Background: an optimization exercise with open tools, aiming at small area. Do not read the settings as production practice. In this exercise RTL edits were held to simulation tests only and were not proved equivalent to the original. Power is estimated from default activity; no workload was simulated.

### design/flow/run.sh
#!/bin/bash
# synth_recipe.tcl (not shown) runs the flow's synth.tcl, then flattens the netlist and writes it again
# the make line also repeats each setting of config.mk as NAME=value (left out here)
make -C /OpenROAD-flow-scripts/flow DESIGN_CONFIG=/design/flow/config.mk WORK_HOME=/design/flow/orfs CLKGATE_MAP_FILE= SYNTH_SCRIPT=/design/flow/synth_recipe.tcl finish
### design/flow/config.mk
export PLATFORM = sky130hd
export DESIGN_NAME = breakout_wall
export DESIGN_NICKNAME = breakout_wall
export VERILOG_FILES = /design/flow/design.v
export SDC_FILE = /design/flow/constraint.sdc
export NUM_CORES = 4
export LEC_CHECK = 0
export CAP_MARGIN = 20
export CORE_MARGIN = 2
export CORE_UTILIZATION = 45
export SLEW_MARGIN = 20
### design/flow/design.v
module block #(parameter xloc=120,
	      parameter	yloc=100,
	      parameter	xsize_div_2 = 20,
	      parameter	ysize_div_2 = 10)
   (
    input	     clk,  
    input	     pixpulse,  
    input	     rst,
    input [9:0]	     hcount,  
    input [9:0]	     vcount,  
    input	     empty,  
    input	     move,  
    input	     unbreak,   
    output	     draw_block,  
    output reg	     broken  
    );
   reg [ysize_div_2*2:0]			 occupied_lft;
   reg [ysize_div_2*2:0]			 occupied_rgt;
   reg [xsize_div_2*2:0]			 occupied_bot;
   reg [xsize_div_2*2:0]			 occupied_top;
   wire				 blk_lft, blk_rgt;
   wire				 blk_up, blk_dn;
   assign draw_block = (hcount <= xloc+xsize_div_2) & (hcount >= xloc-xsize_div_2) & 
			(vcount <= yloc+ysize_div_2) & (vcount >= yloc-ysize_div_2) ?  ~broken : 0;
   always @(posedge clk or posedge rst)
     begin
	if (rst) begin
	   occupied_lft <= 0;
	   occupied_rgt <= 0;
	   occupied_bot <= 0;
	   occupied_top <= 0;
	end else if (pixpulse) begin   
	   if (vcount >= yloc-(ysize_div_2+1) && vcount <= yloc+(ysize_div_2+1)) 
	     if (hcount == xloc+(xsize_div_2+1))
	       occupied_rgt[(yloc-vcount+(ysize_div_2+1))] <= ~empty;   
	     else if (hcount == xloc-(xsize_div_2+1))
	       occupied_lft[(yloc-vcount+(ysize_div_2+1))] <= ~empty;
	   if (hcount >= xloc-(xsize_div_2+1) && hcount <= xloc+(xsize_div_2+1)) 
	     if (vcount == yloc+(ysize_div_2+1))
	       occupied_bot[(xloc-hcount+(xsize_div_2+1))] <= ~empty;   
	     else if (vcount == yloc-(ysize_div_2+1))
	       occupied_top[(xloc-hcount+(xsize_div_2+1))] <= ~empty;
	end
     end	      
   assign blk_lft = |occupied_lft;   
   assign blk_rgt = |occupied_rgt;   
   assign blk_up = |occupied_top;   
   assign blk_dn = |occupied_bot;   
   always @(posedge clk or posedge rst)
     begin
	if (rst) begin
	   broken <= 0;
	end else if (pixpulse) begin
	   if (unbreak) begin
	      broken <= 0;
	   end
	   if (move) begin
	      if (blk_lft | blk_dn | blk_up | blk_rgt) begin
		 broken <= 1;
	      end
	   end 
	end 
     end
endmodule 
module paddle #(parameter xloc_start=320,
	      parameter	yloc_start=400,
	      parameter	xsize_div_2 = 5,
	      parameter	ysize_div_2 = 2)
   (
    input	     clk,  
    input	     pixpulse,  
    input	     rst,
    input [9:0]	     hcount,  
    input [9:0]	     vcount,  
    input	     empty,  
    input	     move,  
    input [3:0]	     move_dir,  
    output	     draw_paddle,  
    output reg [9:0] xloc,  
    output reg [9:0] yloc  
    );
   reg [ysize_div_2*2:0]			 occupied_lft;
   reg [ysize_div_2*2:0]			 occupied_rgt;
   reg [xsize_div_2*2:0]			 occupied_bot;
   reg [xsize_div_2*2:0]			 occupied_top;
   wire				 blk_lft, blk_rgt;
   wire				 blk_up, blk_dn;
   assign draw_paddle = (hcount <= xloc+xsize_div_2) & (hcount >= xloc-xsize_div_2) & 
			(vcount <= yloc+ysize_div_2) & (vcount >= yloc-ysize_div_2) ?  1 : 0;
   always @(posedge clk or posedge rst)
     begin
	if (rst) begin
	   occupied_lft <= 0;
	   occupied_rgt <= 0;
	   occupied_bot <= 0;
	   occupied_top <= 0;
	end else if (pixpulse) begin   
	   if (vcount >= yloc-(ysize_div_2+1) && vcount <= yloc+(ysize_div_2+1)) 
	     if (hcount == xloc+(xsize_div_2+1))
	       occupied_rgt[(yloc-vcount+(ysize_div_2+1))] <= ~empty;   
	     else if (hcount == xloc-(xsize_div_2+1))
	       occupied_lft[(yloc-vcount+(ysize_div_2+1))] <= ~empty;
	   if (hcount >= xloc-(xsize_div_2+1) && hcount <= xloc+(xsize_div_2+1)) 
	     if (vcount == yloc+(ysize_div_2+1))
	       occupied_bot[(xloc-hcount+(xsize_div_2+1))] <= ~empty;   
	     else if (vcount == yloc-(ysize_div_2+1))
	       occupied_top[(xloc-hcount+(xsize_div_2+1))] <= ~empty;
	end
     end	      
   assign blk_lft = |occupied_lft;   
   assign blk_rgt = |occupied_rgt;   
   assign blk_up = |occupied_top;   
   assign blk_dn = |occupied_bot;   
   always @(posedge clk or posedge rst)
     begin
	if (rst) begin
	   xloc <= xloc_start;
	   yloc <= yloc_start;
	end else if (pixpulse) begin
	   if (move) begin
	      case (move_dir)
		4'b0001: begin   
		   if (~blk_lft) begin
		      xloc <= xloc - 1;
		   end
		end
		4'b0010: begin   
		   if (~blk_dn) begin
		      yloc <= yloc + 1;
		   end
		end
		4'b0100: begin   
		   if (~blk_rgt) begin
		      xloc <= xloc + 1;
		   end
		end
		4'b1000: begin   
		   if (~blk_up) begin
		      yloc <= yloc - 1;
		   end
		end
	      endcase 
	   end 
	end 
     end
endmodule  
module breakout_wall
  (
   input	 clk,  
   input	 pixpulse,  
   input	 rst,
   input [9:0]	 hcount,  
   input [9:0]	 vcount,  
   input	 empty,  
   input	 move,  
   input [3:0]	 move_dir,  
   input	 unbreak,  
   output	 draw_paddle,  
   output [9:0]	 paddle_x,  
   output [9:0]	 paddle_y,
   output	 draw_blocks,  
   output [23:0] broken  
   );
   localparam NX = 6;
   localparam NY = 4;
   localparam X0 = 200;   
   localparam Y0 = 60;    
   localparam XP = 42;    
   localparam YP = 22;    
   wire [NX*NY-1:0] draw_b;
   genvar	    r, c;
   generate
      for (r = 0; r < NY; r = r + 1) begin : row
	 for (c = 0; c < NX; c = c + 1) begin : col
	    block #(.xloc(X0 + c*XP), .yloc(Y0 + r*YP)) ublk
	      (.clk(clk), .pixpulse(pixpulse), .rst(rst),
	       .hcount(hcount), .vcount(vcount), .empty(empty),
	       .move(move), .unbreak(unbreak),
	       .draw_block(draw_b[r*NX+c]), .broken(broken[r*NX+c]));
	 end
      end
   endgenerate
   assign draw_blocks = |draw_b;
   paddle upad
     (.clk(clk), .pixpulse(pixpulse), .rst(rst),
      .hcount(hcount), .vcount(vcount), .empty(empty),
      .move(move), .move_dir(move_dir),
      .draw_paddle(draw_paddle), .xloc(paddle_x), .yloc(paddle_y));
endmodule
### design/flow/constraint.sdc
create_clock -name core_clock -period 10.0 [get_ports {clk}]
set_input_delay 2.0000 -clock core_clock [delete_from_list [all_inputs] [get_ports {clk}]]
set_output_delay 2.0000 -clock core_clock [all_outputs]
set_load 0.01 [all_outputs]
==> metrics.md <==
| Metric | Value |
|---|---|
| Post-CTS Resized | 0 |
| PD cells | around 160 nW/µm² |
| Status | timing/DRC/antenna clean |
| Die width | 588 µm |
| Critical path arrival | approximately 6900 ps |
| CTS root buf | clkbuf_16 |
| Vias per cell | approximately 6.2 |
| Site Rows | approximately 210 |
| Share of cells above drive strength 1 | roughly 8.4% |
| CTS Hold Bufs | 0 |
| Slew HR | 12.1% |
| Mean Syn Cell Area | 9.48 µm² |
| Num CTS Buffers | between 300 and 400 |
| Core area | 340000 µm² |
| TritonCTS Sinks | between 3000 and 4000 |
| Setup slack, reg-to-reg | around 2800 ps |
| Clock latency (worst-skew pair) | approximately 990 ps |
| Synth Flop Type | dfrtp_1 |
| Initial antenna violation count | 34 |
| Period utilization | between 80% and 90% |
| Area of the mapped netlist | approximately 150000 µm² |
| Buffers added on ports | 75 |
| Max H-tree Level | 5 |
| Post-route ant nets | 0 |
| Pins Over Slew Limit | 0 |
| First-pass GRT wire length | slightly above 800000 µm |
| Max Clock Skew | between 60 and 70 ps |
| # IOs | 76 |
| EDFF count, synth | 0 |
| CP Capture Type | primary output |
| Leakage | approximately 0.077 µW |
| Min-Delay Path Class | register to register |
| Drt first pass iters | 8 |
| Count of final hold-check violations | 0 |
| CTS tree | built |
| Initial Util | ~45% |
| Synth Register Bits | 3052 |
| P_sw | around 7300 µW |
| DR vias | about 130k |
| Total GRT Usage | around a third |
| Startpoint type of the worst setup path | input pin |
| Clk slew on worst S/H paths | ~60 ps |
| Cell count after synthesis | approximately 16000 |
| Dpl cell area | between 150000 and 200000 µm² |
| Combinational Power Share | under 10% |
| Largest net degree at the start of global routing | 225 |
| # Max-Cap Violations | 0 |
| NumNets Final | between 15000 and 20000 |
| Clock Power Share | between 40% and 50% |
| Syn Nets | between 15000 and 20000 |
| CP Max Fanout | 20 |
| Die Y | between 500 and 600 µm |
| Layout area overhead | 11.6% |
| Detail Placement HPWL | ~380000 µm |
| Post-CTS setup buffers | 0 |
| Worst slew pin tran | between 1000 and 1500 ps |
| Fmax | approximately 110 MHz |
| Yosys cell types | 117 |
| WL/cell | 26.7 µm |
| RSZ-0062 raised after global routing | no |
| Cell area after layout | around 170000 µm² |
| Vias in the first global route | between 100k and 150k |
| Gr ovfl total | 0 |
| Minimum clock period | approximately 9000 ps |
| Remaining DRCs | 0 |
| Initial DRC Count | ~15000 |
| WP data required | 8000 ps |
| Die area | around 350000 µm² |
| Sequential share of the synthesized area | between 40% and 50% |
| Reg power frac | between 40% and 50% |
| Routability congestion estimate | 1.02 |
| Fraction of synthesis flops using an asynchronous set or reset pin | 100% |
| P_int | ~20000 µW |
| Final setup viols | 0 |
| Ys Warns | 25 |
| Max Root-Sink Buffers | 4 |
| Wirelength, routed | roughly 550000 µm |
| Type of the worst setup path | input pin to primary output |
| Worst IR drop on VDD | around 0.14 mV |
| Final setup TNS | 0 ps |
| Sw frac | between 20% and 30% |
[final timing paths]
kind                                                      from  cells after the start                             endpoint
max reg2reg                                       upad.yloc[1]                     20                 upad.occupied_lft[3]
max                                                  hcount[6]                     13                          draw_blocks
min in group asynchronous                                  rst                      2  row[2].col[4].ublk.occupied_bot[20]
min                        row[1].col[5].ublk.occupied_top[10]                      1  row[1].col[5].ublk.occupied_top[10]
max in group asynchronous                                  rst                      4  row[2].col[2].ublk.occupied_bot[17]
min reg2reg                row[1].col[5].ublk.occupied_top[10]                      1  row[1].col[5].ublk.occupied_top[10]
[cell usage after synthesis (all sizes together) (231+ instances only)]
cell type / instances / area share (%)
inv: 1194 / 2.9
mux2i: 1120 / 7.3
dfrtp: 3047 / 50
xnor2: 231 / 1.3
o31ai: 900 / 4.4
nor4: 1004 / 4.3
nand3: 421 / 1.4
o21ai: 1822 / 5.9
nor3: 361 / 1.3
nand2: 1567 / 3.8
clkbuf: 919 / 2.2
nor2: 790 / 1.9
a21oi: 364 / 1.2
nand4: 353 / 1.4
[metal layers]
layer	wire length, µm	global-route usage [%]	vias up
li1	-	-	57934
met1	238000	44.0	63441
met2	238000	46.1	5164
met3	46500	6.10	1163
met4	31400	16.0	16
met5	123	0	-
[power by group through the flow]
stage	sequential (µW)	combinational [µW]	clock, µW
after CTS	12400	2300	13100
after floorplan	12700	1350	0
final	12400	2360	12900
after global routing	12400	2490	13600
after global placement	12600	2300	0
after detailed placement	12600	2290	0
[through the flow]
| step | hold slack (ps) | total power (µW) | util, % | worst slack (ps) | std cells |
|---|---|---|---|---|---|
| after floorplan | 449 | 14000 | - | -34470 | 16222 |
| after global placement | 461 | 14900 | 47.1 | 744 | 20138 |
| after detailed placement | 466 | 14900 | 47.1 | 714 | 20138 |
| after CTS | 481 | 27800 | 50.5 | 1360 | 20749 |
| after global routing | 494 | 28500 | 50.5 | 1020 | 20752 |
| final | 476 | 27700 | 50.5 | 1140 | 20766 |
[state kept, by name, summed over array words and instances, names as in the netlist]
| name | count |
|---|---|
| row.col.ublk.occupied_rgt | 504 |
| row.col.ublk.occupied_bot | 984 |
| row.col.ublk.broken | 24 |
| upad.occupied_rgt | 5 |
| row.col.ublk.occupied_lft | 504 |
| upad.occupied_top | 11 |
| upad.yloc | 10 |
| upad.occupied_bot | 11 |
| row.col.ublk.occupied_top | 984 |
| upad.occupied_lft | 5 |
| upad.xloc | 10 |
[worst max-delay path, cell delays in order]
cell and delay, ps:
clkdlybuf4s50_1 780, buf_4 400, nor2_1 90, buf_4 190
o21ai_1 640, nor2_1 120, o21ai_0 610, o22ai_1 190
nor2_1 570, o221ai_1 300, o2111ai_1 140, nand3_1 250
clkdlybuf4s50_1 550
[cell families (layout without fill, tap and decap cells)]
family                   after synthesis  count (layout)  share of synthesized area (%)
AND/OR/NAND/NOR                     5277            5277                           17.7
AO/OA/AOI/OAI                       3914            3914                           15.7
multiplexers                        1139            1139                           7.43
XOR/XNOR                             322             322                           1.87
other                                  0              15                              0
adder cells (fa/ha/maj)              217             217                           1.79
buffers and inverters               2301            2294                           5.80
flip-flops                          3052            3052                           49.7
[final cells by class]
class | instances | area (µm²)
clock inverter | 115 | 1440
timing repair buffer | 484 | 4200
sequential | 3052 | 76400
antenna | 15 | 37.5
multi-input combinational | 10869 | 69300
fill | 31317 | 168000
inverter | 1199 | 4500
tap | 4536 | 5680
clock buffer | 496 | 10000
[cells in the final DEF, fill, tap and decap left out, drive strengths merged, types with 353 or more instances in the layout]
cell type and instances:
nor2 790, nor4 1004, o31ai 900, nand2 1567, clkbuf 496, nor3 361
mux2i 1120, inv 1202, buf 421, nand3 421, nand4 353, dfrtp 3047
o21ai 1822, a21oi 364

[port drivers added, routing unchanged]
The results above use ideal ports. As a check the final layout listed here was re-extracted and re-timed, cells and wires unchanged. Step 1: set_driving_cell puts a clkbuf_16 on clk and a buf_2 on each other input, an assumption about the parent block. Step 2 moves the port delays by t, midway between the first and last clock arrival at a register: inputs arrive t later, outputs are due t later. That takes back most of the time a late clock gives input paths. a / b / c = ideal / step 1 / step 2; a / b = the first two.
t (ns): 1.062
setup slack, ns: 1.140 / 1.115 / 0.407
clock arrival spread, ns: 0.076 / 0.076
After both steps this run still meets setup and hold. For this run, drivers alone change the setup slack by -0.025 ns; drivers and shift together by -0.733 ns.
